What follows belongs to an exercise in optimizing a design on an open flow for small area, a short achievable clock period and few clock cycles per item; a production flow would make more cautious choices. No run shown here included a check of the RTL's function; only the layout flow was run. Power and IR drop assume default switching activity.

===== config.mk =====
export PLATFORM = sky130hd
export DESIGN_NAME = fft_4pt
export DESIGN_NICKNAME = fft_4pt
export VERILOG_FILES = /design/flow/design.v
export SDC_FILE = /design/flow/constraint.sdc
export NUM_CORES = 4
export LEC_CHECK = 0
export CAP_MARGIN = 20
export CORE_MARGIN = 2
export CORE_UTILIZATION = 65
export CTS_BUF_LIST = sky130_fd_sc_hd__clkbuf_4 sky130_fd_sc_hd__clkbuf_8
export SLEW_MARGIN = 20
export BUFFER_PORTS_ARGS = -buffer_cell sky130_fd_sc_hd__buf_2

===== design.v =====
module fft_4pt #(
    parameter DATA_WIDTH = 16
) (
    input clk,
    input rst_n,
    input data_valid_in,
    input  signed [DATA_WIDTH-1:0] x0_r,
    input  signed [DATA_WIDTH-1:0] x0_i,
    input  signed [DATA_WIDTH-1:0] x1_r,
    input  signed [DATA_WIDTH-1:0] x1_i,
    input  signed [DATA_WIDTH-1:0] x2_r,
    input  signed [DATA_WIDTH-1:0] x2_i,
    input  signed [DATA_WIDTH-1:0] x3_r,
    input  signed [DATA_WIDTH-1:0] x3_i,
    output data_valid_out,
    output signed [DATA_WIDTH+1:0] X0_r,
    output signed [DATA_WIDTH+1:0] X0_i,
    output signed [DATA_WIDTH+1:0] X1_r,
    output signed [DATA_WIDTH+1:0] X1_i,
    output signed [DATA_WIDTH+1:0] X2_r,
    output signed [DATA_WIDTH+1:0] X2_i,
    output signed [DATA_WIDTH+1:0] X3_r,
    output signed [DATA_WIDTH+1:0] X3_i
);
    localparam K  = 8;                      
    localparam S1 = DATA_WIDTH + 1;         
    localparam HW = S1 - K;                 
    wire signed [S1-1:0] A_r = x0_r + x2_r, A_i = x0_i + x2_i;
    wire signed [S1-1:0] B_r = x0_r - x2_r, B_i = x0_i - x2_i;
    wire signed [S1-1:0] C_r = x1_r + x3_r, C_i = x1_i + x3_i;
    wire signed [S1-1:0] D_r = x1_r - x3_r, D_i = x1_i - x3_i;
    wire [K-1:0] Al_r = x0_r[K-1:0] + x2_r[K-1:0], Al_i = x0_i[K-1:0] + x2_i[K-1:0];
    wire [K-1:0] Bl_r = x0_r[K-1:0] - x2_r[K-1:0], Bl_i = x0_i[K-1:0] - x2_i[K-1:0];
    wire [K-1:0] Cl_r = x1_r[K-1:0] + x3_r[K-1:0], Cl_i = x1_i[K-1:0] + x3_i[K-1:0];
    wire [K-1:0] Dl_r = x1_r[K-1:0] - x3_r[K-1:0], Dl_i = x1_i[K-1:0] - x3_i[K-1:0];
    wire [K:0] L0_r = {1'b0, Al_r} + {1'b0, Cl_r};
    wire [K:0] L0_i = {1'b0, Al_i} + {1'b0, Cl_i};
    wire [K:0] L1_r = {1'b0, Bl_r} + {1'b0, Dl_i};
    wire [K:0] L1_i = {1'b0, Bl_i} + {1'b0, ~Dl_r} + 1'b1;
    wire [K:0] L2_r = {1'b0, Al_r} + {1'b0, ~Cl_r} + 1'b1;
    wire [K:0] L2_i = {1'b0, Al_i} + {1'b0, ~Cl_i} + 1'b1;
    wire [K:0] L3_r = {1'b0, Bl_r} + {1'b0, ~Dl_i} + 1'b1;
    wire [K:0] L3_i = {1'b0, Bl_i} + {1'b0, Dl_r};
    reg [K:0] R0_r, R0_i, R1_r, R1_i, R2_r, R2_i, R3_r, R3_i;
    reg [HW-1:0] Ah_r, Ah_i, Bh_r, Bh_i, Ch_r, Ch_i, Dh_r, Dh_i;
    always @(posedge clk) begin
        R0_r <= L0_r;  R0_i <= L0_i;  R1_r <= L1_r;  R1_i <= L1_i;
        R2_r <= L2_r;  R2_i <= L2_i;  R3_r <= L3_r;  R3_i <= L3_i;
        Ah_r <= A_r[S1-1:K];  Ah_i <= A_i[S1-1:K];
        Bh_r <= B_r[S1-1:K];  Bh_i <= B_i[S1-1:K];
        Ch_r <= C_r[S1-1:K];  Ch_i <= C_i[S1-1:K];
        Dh_r <= D_r[S1-1:K];  Dh_i <= D_i[S1-1:K];
    end
    reg valid_s1;
    always @(posedge clk or negedge rst_n) begin
        if (!rst_n) valid_s1 <= 1'b0;
        else        valid_s1 <= data_valid_in;
    end
    function automatic [HW:0] hadd(input [HW-1:0] p, input [HW-1:0] q, input ci);
        hadd = {p[HW-1], p} + {q[HW-1], q} + {{HW{1'b0}}, ci};
    endfunction
    wire [HW:0] H0_r = hadd(Ah_r,  Ch_r, R0_r[K]);
    wire [HW:0] H0_i = hadd(Ah_i,  Ch_i, R0_i[K]);
    wire [HW:0] H1_r = hadd(Bh_r,  Dh_i, R1_r[K]);
    wire [HW:0] H1_i = hadd(Bh_i, ~Dh_r, R1_i[K]);
    wire [HW:0] H2_r = hadd(Ah_r, ~Ch_r, R2_r[K]);
    wire [HW:0] H2_i = hadd(Ah_i, ~Ch_i, R2_i[K]);
    wire [HW:0] H3_r = hadd(Bh_r, ~Dh_i, R3_r[K]);
    wire [HW:0] H3_i = hadd(Bh_i,  Dh_r, R3_i[K]);
    assign X0_r = {H0_r, R0_r[K-1:0]};  assign X0_i = {H0_i, R0_i[K-1:0]};
    assign X1_r = {H1_r, R1_r[K-1:0]};  assign X1_i = {H1_i, R1_i[K-1:0]};
    assign X2_r = {H2_r, R2_r[K-1:0]};  assign X2_i = {H2_i, R2_i[K-1:0]};
    assign X3_r = {H3_r, R3_r[K-1:0]};  assign X3_i = {H3_i, R3_i[K-1:0]};
    assign data_valid_out = valid_s1;
endmodule

===== constraint.sdc =====
create_clock -name core_clock -period 3.0 [get_ports {clk}]
set_input_delay 0.6000 -clock core_clock [delete_from_list [all_inputs] [get_ports {clk}]]
set_output_delay 0.6000 -clock core_clock [all_outputs]
set_load 0.01 [all_outputs]

===== standard.sh =====
#!/bin/bash
# synth_recipe.tcl (not shown) runs the flow's synth.tcl, then flattens the netlist and writes it again
# the make line also repeats each setting of config.mk as NAME=value (left out here)
make -C /OpenROAD-flow-scripts/flow DESIGN_CONFIG=/design/flow/config.mk WORK_HOME=/design/flow/orfs CLKGATE_MAP_FILE= SYNTH_SCRIPT=/design/flow/synth_recipe.tcl "${@:-finish}"

===== flow/run.sh =====
#!/bin/bash
# The standard layout (standard.sh), with the port buffers that buffer_ports
# inserts made of plain buf_2 cells instead of its default delay buffer.
set -euo pipefail
cd "$(dirname "$0")/.."
echo "export BUFFER_PORTS_ARGS = -buffer_cell sky130_fd_sc_hd__buf_2" >> config.mk
bash standard.sh > standard.log 2>&1

==> reports/metrics.csv, run 1 <==
stage;metric;value;unit
status;outcome;failed layout checks;
status;SO Faults;setup timing;
timing;RSZ-0062 raised after global routing;true;
worst_setup_path;nature of the critical path endpoint;primary output;
worst_setup_path;Crit Path Class;flip-flop to primary output;
synth;synthesized instance count;1839;
floorplan;die area;24060;µm²
timing;pins over their slew limit;0;
synth;Syn. warnings;1;
drt;drt pass-1 iters;5;
clock_tree;CTS H-Tree Depth;4;
floorplan;Chip Width;155.1;µm
timing;fmax;315.4;MHz
drt;vias;13670;
timing;Slew HR;0.6021;
synth;adder-cell area share of the yosys netlist;0.2590;
floorplan;die height;155.1;µm
synth;Top FF cell, synth;dfxtp_1;
worst_setup_path;worst path bufs/invs;3;
synth;Synth Area in XOR/XNOR;0.1157;
cells_and_area;Finished Cell Area;17940;µm²
placed_design;Port Buf Inserts;275;
timing;Slew @ Worst Pin;581.8;ps
grt;overall routing resource usage;0.3121;
timing;final hold viol count;0;
placed_design;placed instance count;2396;
power;worst vdd ir;0.0006958;V
hold_path;Hold Crit Depth;1;
worst_setup_path;most used cell along the critical path;inv_1;
worst_setup_path;Crit Path Max Fanout;5;
synth;post-synthesis sequential area ratio;0.1905;
synth;synth unique cells;79;
power;Pwr Density;776.2;nW/µm²
worst_setup_path;CP top delay family;compound AO/OA/AOI/OAI gates;
placed_design;Post-Place Cell Area;16760;µm²
clock_tree;CTS tree;built;
synth;#FFs+latches synth;141;
synth;Syn Std Cell Area;14840;µm²
worst_setup_path;Worst EP arrival;2570;ps
clock_tree;worst-case clock buffer depth;2;
synth;share of flip-flops with an asynchronous set or reset;0.007092;
timing;Hold WS;241.8;ps
grt;total congestion overflow;0;
floorplan;I/O pins;276;
clock_tree;clk sinks;141;
floorplan;Initial Util;0.6595;
hold_path;hold path startpoint;data_valid_in;
worst_setup_path;CP max-delay cell;ha_2;
synth;synthesized area per cell;8.071;µm²
worst_setup_path;startpoint types;flip-flop;
clock_tree;root buf cell;clkbuf_8;
timing;setup TNS;-1323;ps
timing;Final min period;3171;ps
drt;vias per cell;5.527;
floorplan;Rows;55;
drt;Routed WL per cell;16.00;µm
synth;simple-gate share of the synthesized area;0.1218;
placed_design;pre-CTS WS;-213.0;ps
synth;main combinational cell family by area after synthesis;adder cells;
worst_setup_path;Cell Chain, Critical Path;inv_1 -> ha_2 -> inv_1 -> a21oi_1 -> o21bai_1 -> a21oi_2 -> a31oi_4 -> xnor2_1 -> buf_2;
worst_setup_path;CP required;2400;ps
timing;Setup violations, final;21;
worst_setup_path;Worst Setup SP;Ch_i[2];
synth;mux contribution to synthesized area;0.001349;
grt;antenna violations before repair;4;
cells_and_area;Util after Layout;0.7971;
grt;vias in the first global route;12810;
run;max_cap viols;0;
cells_and_area;Non-Filler Instances;2473;
cells_and_area;share of cells above drive strength 1;0.2770;
hold_path;Worst Hold Class;input port to flip-flop;
power;leakage power total;9.001;nW
worst_setup_path;CP max stage delay;380;ps
drt;post-route ant nets;0;
drt;initial DRC count;810;
synth;Syn Nets;2258;
clock_tree;Worst-path clk slew;90;ps
timing;period utilization;1.057;
synth;post-synthesis compound-gate area fraction;0.1937;
clock_tree;CTS Buf Count;17;
cells_and_area;fin nets;2590;
grt;largest net degree at the start of global routing;17;
cells_and_area;Area growth, synth to finish;20.85;%
placed_design;HPWL Detailed;30420;µm
grt;first-pass GRT wire length;61080;µm
power;total power;13.92;mW
floorplan;total core area;22500;µm²
timing;Worst Slack Setup Final;-170.5;ps
synth;Post-synth EDFFs;0;
drt;Total Wirelength;39570;µm
placed_design;routability cong.;0.9513;
drt;DR DRC count;0;
worst_setup_path;Crit path depth;9;
==> report_power, final <==
| group | internal (mW) | switching, mW |
|---|---|---|
| clock network | 0.772 | 0.786 |
| logic | 4.35 | 5.03 |
| registers | 2.59 | 0.388 |
| total | 7.71 | 6.21 |
==> synthesized netlist by cell type (4+ instances only) <==
| library cell | instances | share of area |
|---|---|---|
| a211oi_1 | 14 | 0.0071 |
| a21o_1 | 26 | 0.013 |
| a21oi_1 | 146 | 0.049 |
| a221oi_1 | 9 | 0.0053 |
| a31oi_1 | 15 | 0.0063 |
| and2_1 | 6 | 0.0025 |
| and3_1 | 5 | 0.0021 |
| buf_1 | 7 | 0.0018 |
| buf_2 | 12 | 0.0040 |
| buf_4 | 65 | 0.033 |
| clkbuf_1 | 38 | 0.0096 |
| dfxtp_1 | 140 | 0.19 |
| fa_1 | 32 | 0.043 |
| ha_1 | 256 | 0.22 |
| inv_1 | 269 | 0.068 |
| nand2_1 | 46 | 0.012 |
| nand2b_1 | 30 | 0.013 |
| nand3_1 | 8 | 0.0027 |
| nand4_1 | 6 | 0.0025 |
| nor2_1 | 149 | 0.038 |
| nor2b_1 | 33 | 0.014 |
| nor3_1 | 46 | 0.016 |
| nor4_1 | 14 | 0.0059 |
| nor4b_1 | 4 | 0.0024 |
| o211ai_1 | 7 | 0.0035 |
| o21a_1 | 14 | 0.0071 |
| o21ai_0 | 81 | 0.027 |
| o21ai_1 | 5 | 0.0017 |
| o21ba_2 | 6 | 0.0040 |
| o21bai_1 | 32 | 0.016 |
| o221ai_1 | 4 | 0.0024 |
| o22ai_1 | 8 | 0.0034 |
| o31a_1 | 9 | 0.0053 |
| o31ai_1 | 19 | 0.0096 |
| o41ai_1 | 6 | 0.0035 |
| or3_1 | 9 | 0.0038 |
| or4_1 | 6 | 0.0030 |
| xnor2_1 | 146 | 0.086 |
| xor2_1 | 50 | 0.030 |
==> what timing repair did <==
| item | 4_1_cts | 5_1_grt |
|---|---|---|
| hold buffers | 1 | 0 |
| endpoints found under the setup margin | 33 | 33 |
| buffers inserted | 21 | 21 |
| cloned | 0 | 0 |
| pin swaps | 44 | 52 |
| hold endpoints to repair | 1 | 0 |
| gates resized for setup | 94 | 57 |
==> cell type report <==
cell class / count / area (µm²)
diodes: 4 / 10.01
clock buffers: 20 / 256.5
clock inverters: 12 / 138.9
fillers: 1606 / 4567
inverters: 271 / 1017
multi-input cells: 1303 / 10690
flip-flops and latches: 141 / 2860
well taps: 285 / 356.6
repair buffers: 437 / 2605
==> cell families (layout without fill, tap and decap cells) <==
group / after synthesis / in the layout
xor+xnor: 196 / 196
other cells: 0 / 4
compound gates: 444 / 444
flops: 141 / 141
fa+ha+maj: 288 / 288
simple gates: 373 / 373
buf+inv: 395 / 740
mux: 2 / 2
==> final timing paths <==
kind	to	slack (ps)
min	valid_s1	240
max in group asynchronous	valid_s1	2490
min in group asynchronous	valid_s1	430
max	X0_i[15]	-170
==> state kept, by name (all words and copies together) (netlist names) <==
| name | count |
|---|---|
| R0_i | 8 |
| R1_i | 8 |
| Bh_r | 9 |
| Bh_i | 9 |
| R3_r | 9 |
| R1_r | 8 |
| R2_i | 9 |
| Ah_r | 9 |
| valid_s1 | 1 |
| Dh_r | 9 |
| R0_r | 8 |
| R3_i | 9 |
| Ch_r | 9 |
| Ah_i | 9 |
| R2_r | 9 |
| Dh_i | 9 |
| Ch_i | 9 |
==> metal layers <==
layer,up-vias,share of wire,global-route usage
met1,6342,0.44,0.4048
met4,0,0.026,0.09259
met2,488,0.48,0.5456
li1,6763,-,-
met5,-,0,0
met3,76,0.056,0.03733
==> placed cells by master, fill, tap and decap left out, types with 8 or more instances in the layout <==
cell type and instances:
clkbuf_8 17, buf_4 160, o21ai_2 10, nand2b_1 29, ha_1 250, or3_1 9, a21oi_1 124, nand2_1 45
o31a_1 9, o21ai_0 67, nor2_1 145, dfxtp_2 11, fa_2 16, a21o_1 26, a21oi_2 22, o31ai_1 19
xor2_1 50, nor4_1 13, nand3_1 8, buf_2 274, dfxtp_1 124, o21a_1 14, inv_2 18, a31oi_1 12
inv_1 251, fa_1 16, a211oi_1 14, xnor2_1 144, o21ai_1 8, o21bai_1 32, nor3_1 46, nor2b_1 25
==> run 2: changes to the inputs <==
--- a/design.v
+++ b/design.v
@@ -22,7 +22,7 @@
     output signed [DATA_WIDTH+1:0] X3_r,
     output signed [DATA_WIDTH+1:0] X3_i
 );
-    localparam K  = 8;                      
+    localparam K  = 7;                      
     localparam S1 = DATA_WIDTH + 1;         
     localparam HW = S1 - K;                 
     wire signed [S1-1:0] A_r = x0_r + x2_r, A_i = x0_i + x2_i;
==> run 2 against run 1 <==
Effect of this change: critical path type unchanged; final cell count decreased by 0.73%; critical path depth unchanged; routed wire length rose by 3.4%; sequential cell count unchanged; the layout still fails its checks (setup timing); fmax decreased by 8.5%; worst setup slack got worse by 300 ps.
==> reports/metrics.csv, run 2 <==
stage;metric;value;unit
status;outcome;failed layout checks;
status;SO Faults;setup timing;
timing;period utilization;1.155;
cells_and_area;most frequent cells in the layout;buf_2 (274), ha_1 (253), inv_1 (247), a21oi_1 (139), xnor2_1 (137);
placed_design;Port Buf Inserts;275;
placed_design;routability cong.;0.9360;
worst_setup_path;CP top delay family;simple AND/OR/NAND/NOR gates;
clock_tree;Worst-path clk slew;90;ps
drt;Routed WL per cell;16.66;µm
drt;drt pass-1 iters;5;
synth;Top FF cell, synth;dfxtp_1;
power;worst vdd ir;0.0006863;V
timing;fmax;288.5;MHz
synth;post-synthesis sequential area ratio;0.1863;
floorplan;Rows;55;
drt;post-route ant nets;0;
synth;most common cell in the synthesized netlist;inv_1;
clock_tree;CTS H-Tree Depth;4;
timing;Slew @ Worst Pin;564.3;ps
worst_setup_path;Worst EP arrival;2870;ps
worst_setup_path;worst path bufs/invs;2;
synth;Syn Nets;2301;
timing;RSZ-0062 raised after global routing;true;
grt;largest net degree at the start of global routing;17;
power;Pwr Density;799.2;nW/µm²
synth;#FFs+latches synth;141;
synth;synth unique cells;79;
timing;Setup violations, final;38;
timing;pins over their slew limit;0;
grt;vias in the first global route;13080;
cells_and_area;Util after Layout;0.7799;
cells_and_area;Non-Filler Instances;2455;
worst_setup_path;nature of the critical path endpoint;primary output;
synth;Syn. warnings;1;
cells_and_area;most common cell after layout, fill and taps aside;buf_2;
worst_setup_path;Cell Chain, Critical Path;inv_2 -> fa_2 -> a21oi_2 -> nor2b_1 -> o31a_1 -> or4_4 -> nand4_1 -> or3b_4 -> buf_6;
hold_path;Hold Crit Depth;1;
synth;synthesized instance count;1882;
floorplan;Initial Util;0.6664;
clock_tree;CTS Buf Count;17;
worst_setup_path;Crit Path Class;flip-flop to primary output;
floorplan;die height;156.8;µm
clock_tree;worst-case clock buffer depth;2;
worst_setup_path;Crit Path Max Fanout;3;
worst_setup_path;CP max-delay cell;or4_4;
timing;Worst Slack Setup Final;-466.5;ps
synth;synthesized area per cell;8.066;µm²
synth;share of flip-flops with an asynchronous set or reset;0.007092;
placed_design;placed instance count;2386;
cells_and_area;Area growth, synth to finish;17.03;%
worst_setup_path;Crit path depth;9;
floorplan;die area;24590;µm²
worst_setup_path;CP required;2400;ps
synth;area share of the largest cell type after synthesis;0.2110;
clock_tree;root buf cell;clkbuf_8;
timing;Final min period;3466;ps
drt;Total Wirelength;40890;µm
drt;DR DRC count;0;
worst_setup_path;CP max stage delay;460;ps
clock_tree;CTS tree;built;
placed_design;HPWL Detailed;31140;µm
timing;final hold viol count;0;
synth;largest area contributor in the synthesized netlist;ha_1;
floorplan;total core area;22780;µm²
drt;vias;13740;
hold_path;Worst Hold Class;input port to flip-flop;
synth;synth top area cells;ha_1 (21%), dfxtp_1 (18%), xnor2_1 (8.3%);
cells_and_area;fin nets;2546;
worst_setup_path;startpoint types;flip-flop;
drt;vias per cell;5.598;
cells_and_area;number of fillers in the final layout;1617;
timing;Slew HR;0.6198;
hold_path;hold path startpoint;data_valid_in;
floorplan;Chip Width;156.8;µm
power;leakage power total;8.820;nW
drt;initial DRC count;916;
grt;overall routing resource usage;0.3162;
clock_tree;clk sinks;141;
grt;total congestion overflow;0;
synth;Syn Std Cell Area;15180;µm²
floorplan;I/O pins;276;
grt;first-pass GRT wire length;62380;µm
synth;Post-synth EDFFs;0;
run;max_cap viols;0;
cells_and_area;share of cells above drive strength 1;0.2435;
hold_path;hold endpoint;valid_s1;
synth;Synth top cells by count;inv_1 (265), ha_1 (256), a21oi_1 (150);
grt;antenna violations before repair;1;
run 2: worst max path at each step:
stage	slack [ps]	endpoint	startpoint
detailed placement	-50	R0_i[7]	x0_i[0]
global placement	20	X0_r[15]	R0_r[7]
floorplan	230	R1_i[7]	x3_r[2]
finish	-470	X3_r[16]	Dh_i[0]
CTS	-350	X1_r[15]	Bh_r[0]
global route	-510	X1_r[16]	Dh_i[0]
run 2: layout make-up:
class                           count  area [µm²]  area share
Clock buffer                       18       241.5     0.01359
Sequential cell                   141        2854      0.1607
Multi-Input combinational cell   1349       11130      0.6265
Timing Repair Buffer              349        1972      0.1110
Clock inverter                     14       156.4    0.008804
Antenna cell                        2       5.005   0.0002817
Inverter                          269        1015     0.05712
Tap cell                          313       391.6     0.02205
run 2: timing repair:
| item | 4_1_cts | 5_1_grt |
|---|---|---|
| setup endpoints to repair | 39 | 42 |
| pin swaps | 45 | 52 |
| endpoints found under the hold margin | 1 | 0 |
| setup buffers | 27 | 17 |
| cloned | 0 | 0 |
| resized for setup | 108 | 46 |
| hold buffers | 1 | 0 |
run 2: where the power goes:
part	total, mW	internal [mW]	switching (mW)
clock network	1.62	0.764	0.857
registers	2.92	2.56	0.357
logic	9.66	4.37	5.29
run 2: metal layers:
metal  up-vias  part of all wire  global-route usage  routed length (µm)
li1       6761                 -                   -                   -
met1      6389              0.42              0.3943               17320
met2       484              0.48              0.5455               19580
met3       108             0.062             0.05566                2523
met4         0             0.036              0.1153                1470
met5         -                 0                   0                   0
run 2: metrics by stage:
step                hold WS (ps)  cell area (µm²)  setup slack [ps]  TNS (ps)  total power, mW
floorplan                  304.4            15180             229.2         0            8.816
global placement           375.0            16540             16.33         0            11.04
detailed placement         377.6            16540            -54.44    -312.0            11.20
CTS                        208.3            17450            -352.5     -6893            13.53
global route               208.0            17760            -507.2    -12640            15.17
finish                     221.3            17760            -466.5     -8979            14.20
run 2: logic make-up (layout without fill, tap and decap cells):
| family | Yosys count | count (layout) | share of synthesized area |
|---|---|---|---|
| XOR/XNOR | 191 | 191 | 0.1102 |
| AND/OR/NAND/NOR | 408 | 408 | 0.1356 |
| adder cells (fa/ha/maj) | 288 | 288 | 0.2532 |
| flip-flops | 141 | 141 | 0.1863 |
| multiplexers | 5 | 5 | 0.003462 |
| other | 0 | 2 | 0 |
| buffers and inverters | 392 | 650 | 0.1123 |
| AO/OA/AOI/OAI | 457 | 457 | 0.1989 |
==> run 3: changes to the inputs <==
--- a/design.v
+++ b/design.v
@@ -22,7 +22,7 @@
     output signed [DATA_WIDTH+1:0] X3_r,
     output signed [DATA_WIDTH+1:0] X3_i
 );
-    localparam K  = 7;                      
+    localparam K  = 9;                      
     localparam S1 = DATA_WIDTH + 1;         
     localparam HW = S1 - K;                 
     wire signed [S1-1:0] A_r = x0_r + x2_r, A_i = x0_i + x2_i;
==> flow/run.sh (replaced) <==
#!/bin/bash
# The standard layout (standard.sh), with the port buffers that buffer_ports
# inserts made of plain buf_1 cells instead of its default delay buffer.
set -euo pipefail
cd "$(dirname "$0")/.."
echo "export BUFFER_PORTS_ARGS = -buffer_cell sky130_fd_sc_hd__buf_1" >> config.mk
bash standard.sh > standard.log 2>&1
--- a/config.mk
+++ b/config.mk
@@ -7,7 +7,9 @@
 export LEC_CHECK = 0
 export CAP_MARGIN = 20
 export CORE_MARGIN = 2
-export CORE_UTILIZATION = 65
+export CORE_UTILIZATION = 75
 export CTS_BUF_LIST = sky130_fd_sc_hd__clkbuf_4 sky130_fd_sc_hd__clkbuf_8
+export CTS_CLUSTER_DIAMETER = 80
+export CTS_CLUSTER_SIZE = 25
 export SLEW_MARGIN = 20
-export BUFFER_PORTS_ARGS = -buffer_cell sky130_fd_sc_hd__buf_2
+export BUFFER_PORTS_ARGS = -buffer_cell sky130_fd_sc_hd__buf_1
==> run 3 against run 2 <==
Effect of this change: the run now fails in global routing (5_1_grt); synthesized cell count down 1.5%; synthesized area down 0.67%.
==> reports/metrics.csv, run 3 <==
stage;metric;value;unit
status;outcome;aborted with a tool error;
status;Stop stage;global routing (5_1_grt);
status;tool error;[ERROR GRT-0232] Routing congestion too high. Check the congestion heatmap in the GUI.;
clock_tree;worst-case clock buffer depth;2;
placed_design;placed instance count;2467;
synth;synthesized area per cell;8.137;µm²
synth;Syn Nets;2272;
clock_tree;CTS Buf Count;17;
floorplan;Initial Util;0.7697;
synth;Synth top cells by count;inv_1 (268), ha_1 (256), nor2_1 (158);
synth;Syn. warnings;1;
floorplan;die height;145.8;µm
placed_design;Port Buf Inserts;275;
synth;post-synthesis sequential area ratio;0.1875;
placed_design;routability cong.;0.9598;
placed_design;HPWL Detailed;36300;µm
placed_design;Post-Place Cell Area;17200;µm²
grt;total congestion overflow;117;
synth;largest area contributor in the synthesized netlist;ha_1;
grt;largest net degree at the start of global routing;17;
floorplan;I/O pins;276;
floorplan;Chip Width;145.8;µm
placed_design;pre-CTS WS;-370.3;ps
synth;synth unique cells;82;
synth;share of flip-flops with an asynchronous set or reset;0.007092;
clock_tree;root buf cell;clkbuf_8;
clock_tree;clk sinks;141;
floorplan;Rows;51;
grt;overall routing resource usage;0.8147;
synth;Post-synth EDFFs;0;
timing;GRT worst endpoint;X1_i[17];
synth;Syn Std Cell Area;15080;µm²
synth;Top FF cell, synth;dfxtp_1;
synth;most common cell in the synthesized netlist;inv_1;
synth;synth top area cells;ha_1 (21%), dfxtp_1 (19%), xnor2_1 (9.0%);
clock_tree;CTS H-Tree Depth;4;
synth;#FFs+latches synth;141;
synth;synthesized instance count;1853;
synth;area share of the largest cell type after synthesis;0.2124;
timing;worst ep type;output port;
-- run 3: kinds of logic after synthesis --
kind of cell | count (synthesis) | share of synthesized area
compound gates | 429 | 0.1904
flops | 141 | 0.1875
mux | 6 | 0.003983
simple gates | 384 | 0.1251
fa+ha+maj | 288 | 0.2549
xor+xnor | 199 | 0.1156
buf+inv | 406 | 0.1226
-- run 3: timing repair --
item | 4_1_cts
pin swaps | 41
hold endpoints to repair | 1
gates resized for setup | 140
hold buffers | 1
gates cloned | 0
buffers inserted | 23
endpoints found under the setup margin | 33
-- run 3: stage by stage --
step / power (mW) / util
2_1_floorplan: 8.933 / -
3_3_place_gp: 11.14 / 0.8781
3_5_place_dp: 11.64 / 0.8781
4_1_cts: 13.94 / 0.9244
-- run 3: power groups by stage --
stage / registers (mW) / logic, mW / clock network, mW
after CTS: 3.02 / 9.41 / 1.52
after global placement: 2.98 / 8.16 / 0
after floorplan: 2.87 / 6.07 / 0
after detailed placement: 3.01 / 8.62 / 0
-- run 3: per-layer routing --
| metal | overflow | GRT usage |
|---|---|---|
| met1 | 2 | 0.7820 |
| met2 | 58 | 0.9672 |
| met3 | 4 | 0.7050 |
| met4 | 53 | 0.8495 |
| met5 | 0 | 0.3591 |
-- run 3: worst min path at each step --
stage | end | cells past startpoint | from | slack, ps
after floorplan | valid_s1 | 0 | rst_n | 300
after global placement | valid_s1 | 1 | rst_n | 360
after detailed placement | valid_s1 | 1 | rst_n | 360
after CTS | valid_s1 | 1 | data_valid_in | 220
==> run 4: changes to the inputs <==
--- a/config.mk
+++ b/config.mk
@@ -7,7 +7,7 @@
 export LEC_CHECK = 0
 export CAP_MARGIN = 20
 export CORE_MARGIN = 2
-export CORE_UTILIZATION = 75
+export CORE_UTILIZATION = 62
 export CTS_BUF_LIST = sky130_fd_sc_hd__clkbuf_4 sky130_fd_sc_hd__clkbuf_8
 export CTS_CLUSTER_DIAMETER = 80
 export CTS_CLUSTER_SIZE = 25
==> run 4 against run 3 <==
Effect of this change: the layout now fails its checks (setup timing); synthesized cell count stayed put; synthesized area stayed put.
==> reports/metrics.csv, run 4 <==
stage;metric;value;unit
status;outcome;failed layout checks;
status;SO Faults;setup timing;
floorplan;die height;159.9;µm
placed_design;routability cong.;0.9694;
drt;vias per cell;5.308;
grt;first-pass GRT wire length;61670;µm
synth;adder-cell area share of the yosys netlist;0.2549;
clock_tree;CTS Buf Count;17;
floorplan;Rows;57;
cells_and_area;Finished Cell Area;18380;µm²
cells_and_area;most common cell after layout, fill and taps aside;ha_1;
timing;pins over their slew limit;0;
worst_setup_path;Crit Path Max Fanout;2;
timing;setup TNS;-762.6;ps
floorplan;total core area;24110;µm²
placed_design;Port Buf Inserts;275;
timing;Slew @ Worst Pin;464.1;ps
timing;Final min period;3120;ps
floorplan;die area;25580;µm²
synth;Top FF cell, synth;dfxtp_1;
cells_and_area;fin nets;2665;
synth;largest area contributor in the synthesized netlist;ha_1;
placed_design;placed instance count;2524;
drt;post-route ant nets;0;
synth;area share of the largest cell type after synthesis;0.2124;
floorplan;Initial Util;0.6255;
placed_design;HPWL Detailed;31760;µm
synth;Syn Nets;2272;
cells_and_area;most frequent cells in the layout;ha_1 (253), inv_1 (250), buf_1 (249), buf_4 (232), nor2_1 (155);
floorplan;Chip Width;159.9;µm
worst_setup_path;Crit Path Class;flip-flop to primary output;
timing;Slew HR;0.6826;
grt;vias in the first global route;13120;
drt;drt pass-1 iters;7;
grt;antenna violations before repair;0;
drt;DR DRC count;0;
timing;period utilization;1.040;
grt;total congestion overflow;0;
synth;Synth top cells by count;inv_1 (268), ha_1 (256), nor2_1 (158);
synth;post-synthesis compound-gate area fraction;0.1904;
timing;fmax;320.5;MHz
cells_and_area;share of cells above drive strength 1;0.1934;
synth;Synth Area in XOR/XNOR;0.1156;
timing;RSZ-0062 raised after global routing;true;
grt;largest net degree at the start of global routing;17;
synth;Syn. warnings;1;
synth;mux contribution to synthesized area;0.003983;
clock_tree;worst-case clock buffer depth;2;
timing;Worst Slack Setup Final;-119.8;ps
worst_setup_path;startpoint types;flip-flop;
timing;final hold viol count;0;
worst_setup_path;nature of the critical path endpoint;primary output;
run;max_cap viols;0;
synth;synth top area cells;ha_1 (21%), dfxtp_1 (19%), xnor2_1 (9.0%);
clock_tree;Worst-path clk slew;90;ps
synth;#FFs+latches synth;141;
hold_path;Worst Hold Class;input port to flip-flop;
drt;vias;13710;
power;Pwr Density;762.6;nW/µm²
cells_and_area;Util after Layout;0.7624;
synth;simple-gate share of the synthesized area;0.1251;
synth;synth unique cells;82;
clock_tree;CTS H-Tree Depth;4;
cells_and_area;diode count;0;
synth;post-synthesis sequential area ratio;0.1875;
power;leakage power total;8.720;nW
synth;Post-synth EDFFs;0;
synth;share of flip-flops with an asynchronous set or reset;0.007092;
cells_and_area;Non-Filler Instances;2583;
drt;initial DRC count;776;
synth;synthesized instance count;1853;
timing;Setup violations, final;16;
drt;Total Wirelength;39080;µm
synth;synthesized area per cell;8.137;µm²
power;worst vdd ir;0.0004814;V
grt;overall routing resource usage;0.2960;
floorplan;I/O pins;276;
worst_setup_path;CP required;2400;ps
clock_tree;root buf cell;clkbuf_8;
cells_and_area;Area growth, synth to finish;21.89;%
synth;most common cell in the synthesized netlist;inv_1;
clock_tree;clk sinks;141;
clock_tree;CTS tree;built;
placed_design;pre-CTS WS;-379.7;ps
synth;main combinational cell family by area after synthesis;adder cells;
worst_setup_path;Worst EP arrival;2520;ps
placed_design;Post-Place Cell Area;17260;µm²
drt;Routed WL per cell;15.13;µm
synth;Syn Std Cell Area;15080;µm²
==> run 4: cell counts after synthesis <==
Identical to the previous run, type by type.
==> run 4: logic make-up (layout without fill, tap and decap cells) <==
logic type | Yosys count | in the layout
AOI/OAI and AO/OA | 429 | 429
xor gates and xnor gates | 199 | 199
adders and majority gates | 288 | 288
buffers and inverters | 406 | 812
DFF | 141 | 141
muxes | 6 | 6
and+or+nand+nor | 384 | 384
==> run 4: path summary, 6_finish.rpt <==
path	startpoint	endpoint	slack (ps)	cells past startpoint
min	data_valid_in	valid_s1	230	1
min in group asynchronous	rst_n	valid_s1	420	2
max	Bh_i[0]	X3_i[16]	-120	10
max in group asynchronous	rst_n	valid_s1	2480	2
==> run 4: report_power, final <==
group / internal, mW / switching (mW) / total [mW]
clock: 0.857 / 0.793 / 1.65
combinational: 4.29 / 5.11 / 9.40
sequential: 2.64 / 0.333 / 2.97
total: 7.78 / 6.24 / 14.0
==> run 4: metrics by stage <==
stage	total power [mW]	hold slack, ps
after floorplan	8.933	304.4
after global placement	11.24	362.1
after detailed placement	11.40	365.1
after CTS	13.62	201.4
after global routing	15.02	213.7
final	14.02	228.4
==> run 4: layout make-up <==
| cell class | instances | area (µm²) |
|---|---|---|
| Fill cell | 1823 | 5727 |
| Multi-Input combinational cell | 1306 | 10830 |
| Timing Repair Buffer | 508 | 2835 |
| Clock buffer | 19 | 255.2 |
| Sequential cell | 141 | 2861 |
| Clock inverter | 13 | 166.4 |
| Tap cell | 324 | 405.4 |
| Inverter | 272 | 1023 |
==> run 4: worst max-delay path: stages, from the launching register on <==
cell and delay, ps:
dfxtp_2 360, inv_2 40, fa_2 410, buf_4 140, o21ba_2 210, o21ai_2 180
a221oi_2 110, o21bai_1 160, a21oi_1 100, xor2_1 180, buf_2 160
==> run 4: per-layer routing <==
metal  global-route usage  share of wire  vias up  routed length (µm)
li1                     -              -     6928                   -
met1               0.3663           0.44     6356               17130
met2               0.5248           0.48      377               18900
met3              0.05532          0.055       50                2153
met4              0.08600          0.023        0                 889
met5                    0              0        -                   0
==> run 4: what timing repair did <==
item / CTS / global route
hold buffers: 1 / 0
pin swaps: 46 / 45
hold endpoints to repair: 1 / 0
setup endpoints to repair: 29 / 39
resized for setup: 112 / 55
buffers inserted: 15 / 11
==> run 5: changes to the inputs <==
==> config.mk (replaced) <==
export PLATFORM = sky130hd
export DESIGN_NAME = fft_4pt
export DESIGN_NICKNAME = fft_4pt
export VERILOG_FILES = /design/flow/design.v
export SDC_FILE = /design/flow/constraint.sdc
export NUM_CORES = 4
export LEC_CHECK = 0
export CAP_MARGIN = 0
export CORE_MARGIN = 2
export CORE_UTILIZATION = 62
export CTS_BUF_LIST = sky130_fd_sc_hd__clkbuf_4 sky130_fd_sc_hd__clkbuf_8
export CTS_CLUSTER_DIAMETER = 60
export CTS_CLUSTER_SIZE = 16
export GPL_TIMING_DRIVEN = 0
export SLEW_MARGIN = 0
export BUFFER_PORTS_ARGS = -buffer_cell sky130_fd_sc_hd__buf_1
==> run 5 against run 4 <==
Effect of this change: the layout still fails its checks (setup timing); cell area decreased by 2.0%; sequential cell count unchanged; routed wire length decreased by 0.44%; first-iteration DRC count decreased by 2.2%; non-clock buffer count decreased by 68; synthesized area unchanged; global-route usage decreased by 0.95 points; utilization decreased by 1.5 points; final cell count decreased by 2.6%; via count decreased by 1.9%; largest cell class unchanged; critical path depth increased by 1.
==> reports/metrics.csv, run 5 <==
stage;metric;value;unit
floorplan;die area;25580;µm²
placed_design;routability cong.;0.9202;
cells_and_area;fin nets;2597;
cells_and_area;share of cells above drive strength 1;0.1721;
worst_setup_path;CP required;2400;ps
timing;RSZ-0062 raised after global routing;true;
floorplan;die height;159.9;µm
synth;synth top area cells;ha_1 (21%), dfxtp_1 (19%), xnor2_1 (9.0%);
cells_and_area;most frequent cells in the layout;buf_1 (253), inv_1 (248), ha_1 (242), nor2_1 (155), xnor2_1 (144);
cells_and_area;number of fillers in the final layout;1905;
power;leakage power total;8.303;nW
power;total power;14.07;mW
worst_setup_path;Worst EP arrival;2490;ps
synth;Post-synth EDFFs;0;
clock_tree;Worst-path clk slew;90;ps
clock_tree;CTS tree;built;
drt;initial DRC count;759;
drt;post-route ant nets;0;
timing;Final min period;3085;ps
timing;Slew @ Worst Pin;753.0;ps
synth;share of flip-flops with an asynchronous set or reset;0.007092;
floorplan;I/O pins;276;
worst_setup_path;Crit Path Class;flip-flop to primary output;
timing;final hold viol count;0;
synth;synth unique cells;82;
clock_tree;CTS H-Tree Depth;4;
timing;setup TNS;-602.0;ps
clock_tree;clk sinks;141;
status;outcome;failed layout checks;
synth;Synth top cells by count;inv_1 (268), ha_1 (256), nor2_1 (158);
synth;#FFs+latches synth;141;
timing;pins over their slew limit;0;
clock_tree;worst-case clock buffer depth;2;
grt;antenna violations before repair;0;
placed_design;Port Buf Inserts;275;
drt;Routed WL per cell;15.47;µm
hold_path;hold path startpoint;data_valid_in;
worst_setup_path;startpoint types;flip-flop;
hold_path;hold endpoint;valid_s1;
synth;Top FF cell, synth;dfxtp_1;
grt;overall routing resource usage;0.2866;
power;Pwr Density;781.0;nW/µm²
hold_path;Worst Hold Class;input port to flip-flop;
cells_and_area;area of the multi-input gates;11160;µm²
run;max_cap viols;0;
drt;Total Wirelength;38900;µm
worst_setup_path;Crit Path Max Fanout;2;
timing;Setup violations, final;14;
drt;DR DRC count;0;
floorplan;Initial Util;0.6255;
timing;fmax;324.1;MHz
grt;vias in the first global route;12550;
synth;Syn. warnings;1;
timing;Worst Slack Setup Final;-85.03;ps
synth;post-synthesis sequential area ratio;0.1875;
synth;largest area contributor in the synthesized netlist;ha_1;
floorplan;Chip Width;159.9;µm
synth;area share of the largest cell type after synthesis;0.2124;
timing;period utilization;1.028;
drt;vias per cell;5.350;
synth;synthesized instance count;1853;
synth;most common cell in the synthesized netlist;inv_1;
hold_path;Hold Crit Depth;1;
synth;Syn Nets;2272;
cells_and_area;Reg area;2863;µm²
grt;largest net degree at the start of global routing;17;
status;SO Faults;setup timing;
floorplan;Rows;57;
floorplan;total core area;24110;µm²
clock_tree;root buf cell;clkbuf_8;
drt;drt pass-1 iters;5;
cells_and_area;Area growth, synth to finish;19.46;%
clock_tree;CTS Buf Count;17;
cells_and_area;diode count;0;
grt;total congestion overflow;0;
power;worst vdd ir;0.0004756;V
grt;first-pass GRT wire length;59670;µm
placed_design;HPWL Detailed;31040;µm
synth;synthesized area per cell;8.137;µm²
synth;Syn Std Cell Area;15080;µm²
drt;vias;13450;
timing;Slew HR;0.4967;
cells_and_area;most common cell after layout, fill and taps aside;buf_1;
worst_setup_path;nature of the critical path endpoint;primary output;
run 5: kinds of logic (layout without fill, tap and decap cells):
kind of cell | Yosys count | count (layout) | synth area share
AND/OR/NAND/NOR | 384 | 384 | 0.1251
AO/OA/AOI/OAI | 429 | 429 | 0.1904
buffers and inverters | 406 | 744 | 0.1226
multiplexers | 6 | 6 | 0.003983
flip-flops | 141 | 141 | 0.1875
XOR/XNOR | 199 | 199 | 0.1156
adder cells (fa/ha/maj) | 288 | 288 | 0.2549
run 5: worst max path at each step:
| stage | start | end | slack [ps] | cells after the start |
|---|---|---|---|---|
| after floorplan | x2_r[2] | R3_r[8] | 6 | 13 |
| final | Ah_r[0] | X0_r[17] | -90 | 11 |
| after detailed placement | x3_r[1] | R2_r[8] | -600 | 14 |
| after CTS | Ch_i[0] | X2_i[15] | -90 | 11 |
| after global placement | x3_r[1] | R2_r[8] | -550 | 14 |
| after global routing | Ah_i[1] | X2_i[15] | -230 | 9 |
run 5: metal layers:
| layer | track usage | share of wire | vias up |
|---|---|---|---|
| li1 | - | - | 6786 |
| met1 | 0.3607 | 0.44 | 6243 |
| met2 | 0.4894 | 0.47 | 361 |
| met3 | 0.04909 | 0.053 | 64 |
| met4 | 0.1130 | 0.033 | 0 |
| met5 | 0 | 0 | - |
run 5: cell type report:
class | count | area share
well taps | 324 | 0.02251
plain buffers | 127 | 0.04460
flip-flops and latches | 141 | 0.1589
inverters | 272 | 0.05668
clock buffers | 18 | 0.01341
repair buffers | 313 | 0.07585
clock inverters | 14 | 0.008197
multi-input cells | 1306 | 0.6198
run 5: power breakdown:
part,leakage [nW],switching [mW],internal [mW]
Combinational,6.92,5.26,4.33
Clock,0.184,0.781,0.745
Sequential,1.19,0.318,2.63
run 5: critical path: stages, from the launching register on:
cell and delay [ps]:
dfxtp_4 380, inv_2 40, fa_2 360, inv_2 80, fa_2 220, nand2b_1 100, a21oi_2 180, o21ai_2 90
a21oi_2 190, o21bai_1 80, a22o_1 170, clkbuf_2 120
run 5: what timing repair did:
action,in CTS,in global routing
endpoints found under the hold margin,1,0
gates resized for setup,107,122
pin swaps,36,68
hold buffers,1,0
buffers inserted,13,25
endpoints found under the setup margin,36,53
run 5: through the flow:
stage               instance area (µm²)  worst slack (ps)  cells    util  hold WS [ps]
finish                            18010            -85.03   2515  0.7472         231.2
global route                      18010            -226.9   2515  0.7472         214.3
CTS                               17340            -87.34   2498  0.7194         211.8
detailed placement                16540            -600.5   2452  0.6862         364.5
global placement                  16540            -550.1   2452  0.6862         362.1
floorplan                         15100             5.644   1853       -         304.4
==> run 6: changes to the inputs <==
==> design.v (replaced) <==
module fft_4pt #(
    parameter DATA_WIDTH = 16
) (
    input clk,
    input rst_n,
    input data_valid_in,
    input  signed [DATA_WIDTH-1:0] x0_r,
    input  signed [DATA_WIDTH-1:0] x0_i,
    input  signed [DATA_WIDTH-1:0] x1_r,
    input  signed [DATA_WIDTH-1:0] x1_i,
    input  signed [DATA_WIDTH-1:0] x2_r,
    input  signed [DATA_WIDTH-1:0] x2_i,
    input  signed [DATA_WIDTH-1:0] x3_r,
    input  signed [DATA_WIDTH-1:0] x3_i,
    output data_valid_out,
    output signed [DATA_WIDTH+1:0] X0_r,
    output signed [DATA_WIDTH+1:0] X0_i,
    output signed [DATA_WIDTH+1:0] X1_r,
    output signed [DATA_WIDTH+1:0] X1_i,
    output signed [DATA_WIDTH+1:0] X2_r,
    output signed [DATA_WIDTH+1:0] X2_i,
    output signed [DATA_WIDTH+1:0] X3_r,
    output signed [DATA_WIDTH+1:0] X3_i
);
    localparam S1 = DATA_WIDTH + 1;    
    localparam S2 = DATA_WIDTH + 2;    
    localparam K  = 9;                 
    localparam HW = S2 - K;            
    reg signed [S1-1:0] A_r, A_i, B_r, B_i, C_r, C_i, D_r, D_i;
    always @(posedge clk) begin
        A_r <= x0_r + x2_r;  A_i <= x0_i + x2_i;
        B_r <= x0_r - x2_r;  B_i <= x0_i - x2_i;
        C_r <= x1_r + x3_r;  C_i <= x1_i + x3_i;
        D_r <= x1_r - x3_r;  D_i <= x1_i - x3_i;
    end
    function automatic [S2:0] bfly(input [S1-1:0] p, input [S1-1:0] q, input sub);
        reg [S1-1:0] qq;
        reg [K:0]    lo;
        reg [HW-1:0] hi;
        begin
            qq = sub ? ~q : q;
            lo = {1'b0, p[K-1:0]} + {1'b0, qq[K-1:0]} + {{K{1'b0}}, sub};
            hi = {p[S1-1], p[S1-1:K]} + {qq[S1-1], qq[S1-1:K]};
            bfly = {hi, lo};
        end
    endfunction
    reg [S2:0] Y0_r, Y0_i, Y1_r, Y1_i, Y2_r, Y2_i, Y3_r, Y3_i;
    always @(posedge clk) begin
        Y0_r <= bfly(A_r, C_r, 1'b0);  Y0_i <= bfly(A_i, C_i, 1'b0);
        Y1_r <= bfly(B_r, D_i, 1'b0);  Y1_i <= bfly(B_i, D_r, 1'b1);
        Y2_r <= bfly(A_r, C_r, 1'b1);  Y2_i <= bfly(A_i, C_i, 1'b1);
        Y3_r <= bfly(B_r, D_i, 1'b1);  Y3_i <= bfly(B_i, D_r, 1'b0);
    end
    reg valid_s1, valid_s2;
    always @(posedge clk or negedge rst_n) begin
        if (!rst_n) begin
            valid_s1 <= 1'b0;
            valid_s2 <= 1'b0;
        end else begin
            valid_s1 <= data_valid_in;
            valid_s2 <= valid_s1;
        end
    end
    function automatic [S2-1:0] fin(input [S2:0] y);
        fin = {y[S2:K+1] + {{(HW-1){1'b0}}, y[K]}, y[K-1:0]};
    endfunction
    assign X0_r = fin(Y0_r);  assign X0_i = fin(Y0_i);
    assign X1_r = fin(Y1_r);  assign X1_i = fin(Y1_i);
    assign X2_r = fin(Y2_r);  assign X2_i = fin(Y2_i);
    assign X3_r = fin(Y3_r);  assign X3_i = fin(Y3_i);
    assign data_valid_out = valid_s2;
endmodule
--- a/config.mk
+++ b/config.mk
@@ -12,5 +12,6 @@
 export CTS_CLUSTER_DIAMETER = 60
 export CTS_CLUSTER_SIZE = 16
 export GPL_TIMING_DRIVEN = 0
+export SETUP_SLACK_MARGIN = 0.4
 export SLEW_MARGIN = 0
 export BUFFER_PORTS_ARGS = -buffer_cell sky130_fd_sc_hd__buf_1
==> run 6 against run 5 <==
Effect of this change: now clean on timing, DRC and antenna; synthesized cell count up 18%; synthesized area rose by 26%; largest power group unchanged; largest cell class unchanged; routed wire length increased by 13%; critical path type unchanged; via count grew 15%; sequential cell count up 141; worst setup slack improved by 580 ps; count of clock-buffer cells in the layout is 12 higher; sequential power up 110%; utilization down 5.1 points; sequential share of layout area is 11 points higher.
==> reports/metrics.csv, run 6 <==
stage;metric;value;unit
status;outcome;timing/DRC/antenna clean;
synth;mux contribution to synthesized area;0.001053;
clock_tree;CTS tree;built;
floorplan;die height;179.1;µm
timing;final hold viol count;0;
cells_and_area;Area growth, synth to finish;11.19;%
floorplan;total core area;30350;µm²
floorplan;Chip Width;179.1;µm
grt;vias in the first global route;14390;
synth;Syn Nets;2616;
worst_setup_path;startpoint types;flip-flop;
floorplan;I/O pins;276;
drt;DR DRC count;0;
power;worst vdd ir;0.0008068;V
clock_tree;clock latency at the later pin of the worst-skew pair;570;ps
synth;Synth Area in XOR/XNOR;0.1097;
timing;Worst Slack Setup Final;498.3;ps
cells_and_area;most frequent cells in the layout;buf_1 (283), dfxtp_1 (276), inv_1 (270), ha_1 (270), xnor2_1 (180);
cells_and_area;number of fillers in the final layout;2596;
worst_setup_path;worst r2r path cells;10;
placed_design;HPWL Detailed;35800;µm
synth;Synth top cells by count;dfxtp_1 (280), ha_1 (280), inv_1 (270);
synth;synth unique cells;75;
synth;synthesized instance count;2181;
clock_tree;Worst-path clk slew;100;ps
synth;Top FF cell, synth;dfxtp_1;
timing;Slew HR;0.6068;
worst_setup_path;r2r setup slk;580;ps
worst_setup_path;nature of the critical path endpoint;primary output;
drt;post-route ant nets;0;
worst_setup_path;Critical Path End;X2_r[13];
worst_setup_path;Worst Setup SP;Y2_r[9];
grt;antenna violations before repair;1;
grt;total congestion overflow;0;
synth;Syn Std Cell Area;19010;µm²
timing;RSZ-0062 raised after global routing;false;
synth;share of flip-flops with an asynchronous set or reset;0.007092;
clock_tree;CTS H-Tree Depth;1;
cells_and_area;Finished Cell Area;21130;µm²
placed_design;Port Buf Inserts;275;
worst_setup_path;RR Endpoint;Y3_r[8];
worst_setup_path;Worst EP arrival;1900;ps
timing;period utilization;0.8339;
worst_setup_path;CP required;2400;ps
placed_design;Post-Place Cell Area;20530;µm²
drt;vias;15470;
worst_setup_path;Crit Path Max Fanout;4;
synth;post-synthesis sequential area ratio;0.2975;
clock_tree;Post-CTS Setup Inserts;0;
clock_tree;clk sinks;282;
grt;overall routing resource usage;0.2659;
synth;largest area contributor in the synthesized netlist;dfxtp_1;
clock_tree;CTS Buf Count;25;
cells_and_area;Util after Layout;0.6964;
cells_and_area;share of cells above drive strength 1;0.06888;
worst_setup_path;R2R Path Start;B_r[0];
power;Pwr Density;793.2;nW/µm²
timing;Clock Skew;15.97;ps
timing;Setup violations, final;0;
placed_design;pre-CTS WS;-47.79;ps
timing;pins over their slew limit;0;
run;max_cap viols;0;
synth;adder-cell area share of the yosys netlist;0.2096;
drt;initial DRC count;830;
timing;fmax;399.7;MHz
synth;main combinational cell family by area after synthesis;adder cells;
clock_tree;worst-case clock buffer depth;3;
synth;synth top area cells;dfxtp_1 (29%), ha_1 (18%), xnor2_1 (8.5%);
placed_design;routability cong.;0.9311;
synth;Syn. warnings;1;
clock_tree;root buf cell;clkbuf_8;
floorplan;die area;32070;µm²
drt;Total Wirelength;44050;µm
synth;Post-synth EDFFs;0;
timing;Hold WS;117.8;ps
timing;setup TNS;0;ps
grt;largest net degree at the start of global routing;18;
drt;Routed WL per cell;15.22;µm
drt;vias per cell;5.347;
timing;Final min period;2502;ps
floorplan;Initial Util;0.6263;
grt;first-pass GRT wire length;68880;µm
floorplan;Rows;64;
synth;#FFs+latches synth;282;
hold_path;Worst Hold Class;input port to flip-flop;
timing;Slew @ Worst Pin;584.4;ps
worst_setup_path;Crit Path Class;flip-flop to primary output;
synth;simple-gate share of the synthesized area;0.1280;
drt;drt pass-1 iters;5;
synth;post-synthesis compound-gate area fraction;0.1581;
power;leakage power total;9.651;nW
synth;synthesized area per cell;8.715;µm²
cells_and_area;fin nets;2919;
synth;area share of the largest cell type after synthesis;0.2949;
cells_and_area;most common cell after layout, fill and taps aside;buf_1;
-- run 6: changes by cell type in the layout (fill, tap and decap cells not counted), sizes merged, moves of 24 or more --
cell,delta
xnor2,+30
dfxtp,+140
ha,+24
buf,-26
nand3,+30
nand2,+48
-- run 6: what timing repair did --
item,4_1_cts,5_1_grt
pin swaps,0,1
gates resized for setup,2,21
setup endpoints to repair,2,14
endpoints found under the hold margin,2,0
hold buffers,1,0
-- run 6: worst min path at each step --
| stage | cells past startpoint | startpoint | end |
|---|---|---|---|
| after CTS | 1 | data_valid_in | valid_s1 |
| after global routing | 1 | data_valid_in | valid_s1 |
| after global placement | 0 | valid_s1 | valid_s2 |
| after floorplan | 0 | rst_n | valid_s1 |
| final | 1 | data_valid_in | valid_s1 |
| after detailed placement | 0 | valid_s1 | valid_s2 |
-- run 6: cell type report --
| class | count | area [µm²] | share of cell area |
|---|---|---|---|
| flip-flops and latches | 282 | 5660 | 0.2678 |
| well taps | 396 | 495.5 | 0.02344 |
| diodes | 1 | 2.502 | 0.0001184 |
| multi-input cells | 1493 | 11600 | 0.5488 |
| repair buffers | 276 | 1047 | 0.04955 |
| clock inverters | 10 | 110.1 | 0.005210 |
| plain buffers | 134 | 804.5 | 0.03807 |
| clock buffers | 30 | 394.1 | 0.01865 |
| inverters | 272 | 1021 | 0.04831 |
-- run 6: kinds of logic (layout without fill, tap and decap cells) --
group,after synthesis,after routing
flops,282,282
mux,2,2
compound gates,458,458
simple gates,491,491
buf+inv,406,722
xor+xnor,238,238
fa+ha+maj,304,304
other cells,0,1
-- run 6: routing by layer --
metal / share of wire / GRT usage / wire length (µm)
met5: 0 / 0 / 0
met2: 0.47 / 0.4603 / 20580
met4: 0.030 / 0.08501 / 1317
met1: 0.44 / 0.3430 / 19540
met3: 0.059 / 0.03478 / 2610
-- run 6: worst max-delay path, stage by stage, from the launching register on --
cell and delay (ps):
dfxtp_1 320, ha_1 280, ha_4 200, nand3_1 100
xnor2_1 250, buf_1 190
-- run 6: report_power, final --
| part | internal, mW | total [mW] | switching [mW] | leakage [nW] |
|---|---|---|---|---|
| Sequential | 5.21 | 6.10 | 0.886 | 2.38 |
| Clock | 0.989 | 2.30 | 1.31 | 0.266 |
| Combinational | 3.81 | 8.37 | 4.55 | 7.00 |
-- run 6: through the flow --
step | power, mW | cells
5_1_grt | 18.16 | 2893
3_3_place_gp | 14.23 | 2852
3_5_place_dp | 14.40 | 2852
6_report | 16.76 | 2894
4_1_cts | 16.79 | 2893
2_1_floorplan | 12.06 | 2181
==> run 7: changes to the inputs <==
--- a/config.mk
+++ b/config.mk
@@ -12,6 +12,5 @@
 export CTS_CLUSTER_DIAMETER = 60
 export CTS_CLUSTER_SIZE = 16
 export GPL_TIMING_DRIVEN = 0
-export SETUP_SLACK_MARGIN = 0.4
 export SLEW_MARGIN = 0
 export BUFFER_PORTS_ARGS = -buffer_cell sky130_fd_sc_hd__buf_1
==> run 7 against run 6 <==
Effect of this change: sequential cell count is the same; final cell count is the same; count of clock-buffer cells in the layout is the same; combinational power shrank 0.7%; sequential share of layout area grew 0.081 points; routed wire length shrank 0.10%; synthesized cell count is the same; critical path type unchanged; largest cell class unchanged; largest power group unchanged.
==> reports/metrics.csv, run 7 <==
stage;metric;value;unit
status;outcome;timing/DRC/antenna clean;
power;worst vdd ir;0.0008041;V
timing;Final min period;2598;ps
cells_and_area;most frequent cells in the layout;buf_1 (285), dfxtp_1 (280), ha_1 (280), inv_1 (270), xnor2_1 (185);
floorplan;Chip Width;179.1;µm
clock_tree;Worst-path clk slew;100;ps
cells_and_area;share of cells above drive strength 1;0.06047;
timing;fmax;384.9;MHz
synth;largest area contributor in the synthesized netlist;dfxtp_1;
clock_tree;Post-CTS Setup Inserts;0;
clock_tree;CTS H-Tree Depth;1;
floorplan;die area;32070;µm²
clock_tree;clk sinks;282;
worst_setup_path;startpoint types;flip-flop;
floorplan;I/O pins;276;
worst_setup_path;RR Endpoint;Y3_r[8];
synth;Syn. warnings;1;
placed_design;routability cong.;0.9311;
worst_setup_path;R2R Path Start;B_r[0];
synth;main combinational cell family by area after synthesis;adder cells;
synth;Syn Nets;2616;
synth;adder-cell area share of the yosys netlist;0.2096;
grt;total congestion overflow;0;
placed_design;HPWL Detailed;35800;µm
drt;Routed WL per cell;15.20;µm
floorplan;die height;179.1;µm
timing;Setup violations, final;0;
synth;mux contribution to synthesized area;0.001053;
clock_tree;root buf cell;clkbuf_8;
drt;DR DRC count;0;
power;total power;16.68;mW
grt;antenna violations before repair;1;
cells_and_area;Finished Cell Area;21050;µm²
floorplan;Initial Util;0.6263;
cells_and_area;Non-Filler Instances;2894;
worst_setup_path;Worst EP arrival;2000;ps
drt;post-route ant nets;0;
drt;initial DRC count;855;
drt;drt pass-1 iters;5;
floorplan;Rows;64;
clock_tree;CTS tree;built;
worst_setup_path;worst r2r path cells;10;
synth;Synth Area in XOR/XNOR;0.1097;
placed_design;placed instance count;2852;
worst_setup_path;nature of the critical path endpoint;primary output;
worst_setup_path;Crit Path Class;flip-flop to primary output;
clock_tree;CTS Buf Count;25;
synth;synth top area cells;dfxtp_1 (29%), ha_1 (18%), xnor2_1 (8.5%);
grt;first-pass GRT wire length;68900;µm
synth;synthesized instance count;2181;
worst_setup_path;Worst Setup SP;Y0_r[9];
synth;area share of the largest cell type after synthesis;0.2949;
synth;#FFs+latches synth;282;
synth;share of flip-flops with an asynchronous set or reset;0.007092;
clock_tree;CTS resizes;0;
grt;overall routing resource usage;0.2659;
placed_design;Post-Place Cell Area;20530;µm²
worst_setup_path;Crit Path Max Fanout;4;
timing;Slew HR;0.6050;
grt;largest net degree at the start of global routing;18;
synth;Syn Std Cell Area;19010;µm²
power;leakage power total;9.627;nW
cells_and_area;most common cell after layout, fill and taps aside;buf_1;
timing;Slew @ Worst Pin;587.1;ps
synth;simple-gate share of the synthesized area;0.1280;
timing;pins over their slew limit;0;
drt;vias per cell;5.347;
run;max_cap viols;0;
worst_setup_path;r2r setup slk;580;ps
cells_and_area;fin nets;2919;
placed_design;Port Buf Inserts;275;
cells_and_area;Area growth, synth to finish;10.76;%
cells_and_area;Util after Layout;0.6936;
power;Pwr Density;792.4;nW/µm²
synth;synthesized area per cell;8.715;µm²
synth;synth unique cells;75;
synth;Post-synth EDFFs;0;
grt;vias in the first global route;14390;
synth;post-synthesis sequential area ratio;0.2975;
drt;Total Wirelength;44000;µm
synth;Top FF cell, synth;dfxtp_1;
hold_path;Worst Hold Class;input port to flip-flop;
clock_tree;Hold Buf Count CTS;1;
worst_setup_path;Critical Path End;X0_r[17];
floorplan;total core area;30350;µm²
clock_tree;worst-case clock buffer depth;3;
timing;RSZ-0062 raised after global routing;false;
clock_tree;clock latency at the later pin of the worst-skew pair;570;ps
synth;post-synthesis compound-gate area fraction;0.1581;
timing;period utilization;0.8661;
drt;vias;15480;
worst_setup_path;CP required;2400;ps
timing;Clock Skew;16.24;ps
synth;Synth top cells by count;dfxtp_1 (280), ha_1 (280), inv_1 (270);
timing;final hold viol count;0;
## run 7: logic make-up (layout without fill, tap and decap cells)
family                   after synthesis  count (layout)
AND/OR/NAND/NOR                      491             491
AO/OA/AOI/OAI                        458             458
buffers and inverters                406             722
adder cells (fa/ha/maj)              304             304
flip-flops                           282             282
XOR/XNOR                             238             238
multiplexers                           2               2
other                                  0               1
## run 7: power by group
group	leakage, nW	internal (mW)	switching, mW
Combinational	6.98	3.76	4.55
Sequential	2.38	5.20	0.867
Clock	0.266	0.989	1.31
## run 7: area by class of cell
| cell class | instances | area, µm² |
|---|---|---|
| diodes | 1 | 2.502 |
| plain buffers | 134 | 804.5 |
| clock buffers | 30 | 394.1 |
| clock inverters | 10 | 110.1 |
| fillers | 2612 | 9298 |
| inverters | 272 | 1021 |
| multi-input cells | 1493 | 11530 |
| flip-flops and latches | 282 | 5655 |
| well taps | 396 | 495.5 |
| repair buffers | 276 | 1042 |
## run 7: routing by layer
metal | share of wire | wire length, µm | vias up | GRT usage
li1 | - | - | 7846 | -
met1 | 0.44 | 19500 | 7126 | 0.3430
met2 | 0.47 | 20580 | 431 | 0.4604
met3 | 0.059 | 2603 | 72 | 0.03478
met4 | 0.030 | 1322 | 0 | 0.08501
met5 | 0 | 0 | - | 0
## run 7: worst max-delay path, cell delays in order, from the launching register on
cell	delay (ps)
dfxtp_1	320
ha_1	240
ha_1	260
nand4_1	170
xnor2_1	170
buf_1	270
## run 7: worst min-delay path by stage
stage | from | endpoint | slack, ps | depth (start not counted)
after global placement | valid_s1 | valid_s2 | 340 | 0
after CTS | data_valid_in | valid_s1 | 70 | 1
after global routing | data_valid_in | valid_s1 | 90 | 1
after detailed placement | valid_s1 | valid_s2 | 340 | 0
final | data_valid_in | valid_s1 | 120 | 1
after floorplan | rst_n | valid_s1 | 300 | 0
## run 7: per-stage QoR
step           TNS (ps)  hold slack [ps]  setup slack, ps
5_1_grt               0            87.35            222.2
2_1_floorplan         0            304.4            481.3
6_report              0            116.7            401.6
3_3_place_gp          0            335.9            26.17
4_1_cts               0            68.99            360.8
3_5_place_dp     -47.79            339.3           -47.79
==> run 8: changes to the inputs <==
--- a/config.mk
+++ b/config.mk
@@ -12,5 +12,6 @@
 export CTS_CLUSTER_DIAMETER = 60
 export CTS_CLUSTER_SIZE = 16
 export GPL_TIMING_DRIVEN = 0
+export SETUP_SLACK_MARGIN = 0.7
 export SLEW_MARGIN = 0
 export BUFFER_PORTS_ARGS = -buffer_cell sky130_fd_sc_hd__buf_1
==> run 8 against run 7 <==
Effect of this change: die area is the same; combinational power grew 13%; non-clock buffer count increased by 38; critical path depth unchanged; critical path type unchanged; critical endpoint is now X2_r[16].
==> reports/metrics.csv, run 8 <==
stage;metric;value;unit
floorplan;die height;179.1;µm
worst_setup_path;Crit Path Class;flip-flop to primary output;
cells_and_area;Non-Filler Instances;2933;
clock_tree;CTS Buf Count;26;
power;Seq pwr share;0.346;
drt;vias per cell;5.376;
worst_setup_path;Crit Path Max Fanout;3;
synth;area share of the largest cell type after synthesis;0.2949;
grt;first-pass GRT wire length;69010;µm
synth;synthesized area per cell;8.715;µm²
timing;pins over their slew limit;0;
hold_path;hold path startpoint;data_valid_in;
power;Switching Share;0.4012;
drt;DR DRC count;0;
drt;post-route ant nets;0;
synth;synth top area cells;dfxtp_1 (29%), ha_1 (18%), xnor2_1 (8.5%);
worst_setup_path;startpoint types;flip-flop;
hold_path;Hold Crit Depth;1;
power;combinational power share;0.525;
worst_setup_path;nature of the critical path endpoint;primary output;
synth;Syn. warnings;1;
floorplan;Chip Width;179.1;µm
timing;setup TNS;0;ps
worst_setup_path;R2R Path Start;B_r[0];
cells_and_area;diode count;0;
grt;vias in the first global route;14690;
grt;overall routing resource usage;0.2651;
cells_and_area;Area growth, synth to finish;16.10;%
drt;vias;15770;
run;max_cap viols;0;
cells_and_area;number of fillers in the final layout;2447;
hold_path;Worst Hold Class;input port to flip-flop;
timing;final hold viol count;0;
worst_setup_path;CP required;2400;ps
grt;antenna violations before repair;0;
synth;largest area contributor in the synthesized netlist;dfxtp_1;
cells_and_area;share of cells above drive strength 1;0.1360;
cells_and_area;most common cell after layout, fill and taps aside;inv_1;
cells_and_area;most frequent cells in the layout;inv_1 (268), ha_1 (261), buf_1 (249), dfxtp_1 (242), xnor2_1 (177);
floorplan;die area;32070;µm²
timing;RSZ-0062 raised after global routing;true;
power;leakage power total;10.04;nW
synth;synth unique cells;75;
synth;Post-synth EDFFs;0;
timing;Setup violations, final;0;
drt;Total Wirelength;44490;µm
clock_tree;CTS tree;built;
clock_tree;CTS H-Tree Depth;1;
placed_design;HPWL Detailed;35250;µm
worst_setup_path;RR Endpoint;Y2_r[8];
power;NetSw;7.169;mW
placed_design;routability cong.;0.8965;
synth;#FFs+latches synth;282;
synth;Syn Nets;2616;
status;outcome;timing/DRC/antenna clean;
placed_design;Post-Place Cell Area;20640;µm²
cells_and_area;fin nets;2958;
timing;Slew @ Worst Pin;556.4;ps
hold_path;hold endpoint;valid_s1;
cells_and_area;Finished Cell Area;22070;µm²
power;total power;17.87;mW
timing;Slew HR;0.6252;
power;worst vdd ir;0.0005927;V
synth;Top FF cell, synth;dfxtp_1;
timing;Final min period;2398;ps
clock_tree;Worst-path clk slew;100;ps
placed_design;placed instance count;2852;
drt;Routed WL per cell;15.17;µm
timing;fmax;416.9;MHz
grt;total congestion overflow;0;
clock_tree;clk sinks;282;
timing;period utilization;0.7995;
timing;Clock Skew;29.12;ps
synth;Syn Std Cell Area;19010;µm²
clock_tree;worst-case clock buffer depth;3;
worst_setup_path;r2r setup slk;810;ps
power;internal power;10.70;mW
placed_design;Port Buf Inserts;275;
floorplan;total core area;30350;µm²
power;Clk pwr share;0.129;
power;Pwr Density;809.8;nW/µm²
clock_tree;clock latency at the later pin of the worst-skew pair;590;ps
floorplan;I/O pins;276;
synth;Synth top cells by count;dfxtp_1 (280), ha_1 (280), inv_1 (270);
synth;share of flip-flops with an asynchronous set or reset;0.007092;
drt;drt pass-1 iters;5;
clock_tree;root buf cell;clkbuf_8;
floorplan;Rows;64;
synth;post-synthesis sequential area ratio;0.2975;
floorplan;Initial Util;0.6263;
worst_setup_path;Worst EP arrival;1800;ps
worst_setup_path;worst r2r path cells;10;
synth;synthesized instance count;2181;
drt;initial DRC count;1023;
grt;largest net degree at the start of global routing;18;
## run 8: routing by layer
layer,vias to the layer above,share of wire,track usage
li1,7924,-,-
met4,0,0.028,0.07695
met5,-,0,0
met1,7270,0.44,0.3453
met2,487,0.47,0.4582
met3,86,0.059,0.03478
## run 8: cell families after synthesis
| kind of cell | count (synthesis) | synth area share |
|---|---|---|
| and+or+nand+nor | 491 | 0.1280 |
| xor gates and xnor gates | 238 | 0.1097 |
| DFF | 282 | 0.2975 |
| buffers and inverters | 406 | 0.09604 |
| adders and majority gates | 304 | 0.2096 |
| AOI/OAI and AO/OA | 458 | 0.1581 |
| muxes | 2 | 0.001053 |
## run 8: cell type report
| cell class | instances | area (µm²) | share of cell area |
|---|---|---|---|
| buffer | 134 | 804.5 | 0.03646 |
| clock inverter | 13 | 133.9 | 0.006067 |
| tap | 396 | 495.5 | 0.02245 |
| timing repair buffer | 314 | 1401 | 0.06350 |
| multi-input combinational | 1493 | 12110 | 0.5488 |
| sequential | 282 | 5703 | 0.2584 |
| clock buffer | 29 | 380.4 | 0.01724 |
| inverter | 272 | 1037 | 0.04700 |
## run 8: worst max path at each step
| stage | cells past startpoint | from | slack (ps) | end |
|---|---|---|---|---|
| after global placement | 10 | x1_i[0] | 160 | D_i[16] |
| after CTS | 5 | Y2_r[14] | 570 | X2_r[16] |
| after detailed placement | 10 | x1_i[0] | 100 | D_i[16] |
| final | 5 | Y2_r[12] | 600 | X2_r[16] |
| after floorplan | 8 | x1_i[0] | 650 | C_i[14] |
| after global routing | 5 | Y2_r[12] | 520 | X2_r[16] |
## run 8: worst max-delay path, stage by stage, from the launching register on
cell and delay, ps:
dfxtp_2 340, and3_4 190, and2_4 140, nand4_1 140, xnor2_2 240, buf_2 180
## run 8: per-stage QoR
stage	hold slack, ps	worst slack, ps	util
after CTS	97.86	571.5	0.7156
after global placement	344.5	163.0	0.6802
after detailed placement	337.2	105.0	0.6802
after global routing	98.36	522.8	0.7271
after floorplan	304.4	648.4	-
final	130.9	601.6	0.7271
## run 8: timing repair
action	4_1_cts	5_1_grt
setup buffers	22	16
endpoints found under the hold margin	2	0
resized for setup	116	69
endpoints found under the setup margin	46	51
hold buffers	1	0
pin swaps	22	45
## run 8: power groups by stage
stage,registers (mW),clock network [mW],logic [mW]
6_report,6.18,2.31,9.38
5_1_grt,6.34,2.51,10.4
4_1_cts,6.17,2.38,8.95
3_5_place_dp,6.15,0,8.29
3_3_place_gp,6.10,0,8.16
2_1_floorplan,5.86,0,6.22

## static timing again, ports no longer ideal
Ports are ideal in the flow. The routed layouts listed here were re-timed in OpenROAD. Step 1 sets driving cells, clkbuf_16 on the clock port and buf_2 on the other inputs (assumed; they add their load-dependent delay and slew). Step 2 times the ports against the registers' clock, not the clock port: input delays grow and output delays shrink by t, the midpoint of the rising clock arrivals with the driver on. Three values: no drivers, after step 1, after step 2; two values: the first two.
| run | t, ns | setup WS [ns] |
|---|---|---|
| run 1 | 0.498 | -0.171 / -0.216 / -0.247 |
| run 2 | 0.520 | -0.466 / -0.513 / -0.125 |
| run 4 | 0.500 | -0.120 / -0.166 / -0.377 |
| run 5 | 0.500 | -0.085 / -0.132 / -0.411 |
| run 6 | 0.612 | 0.498 / 0.451 / -0.078 |
| run 7 | 0.613 | 0.402 / 0.355 / -0.092 |
| run 8 | 0.621 | 0.602 / 0.551 / 0.089 |
With both steps, setup timing fails in run 6 and run 7, where it was met with ideal ports.
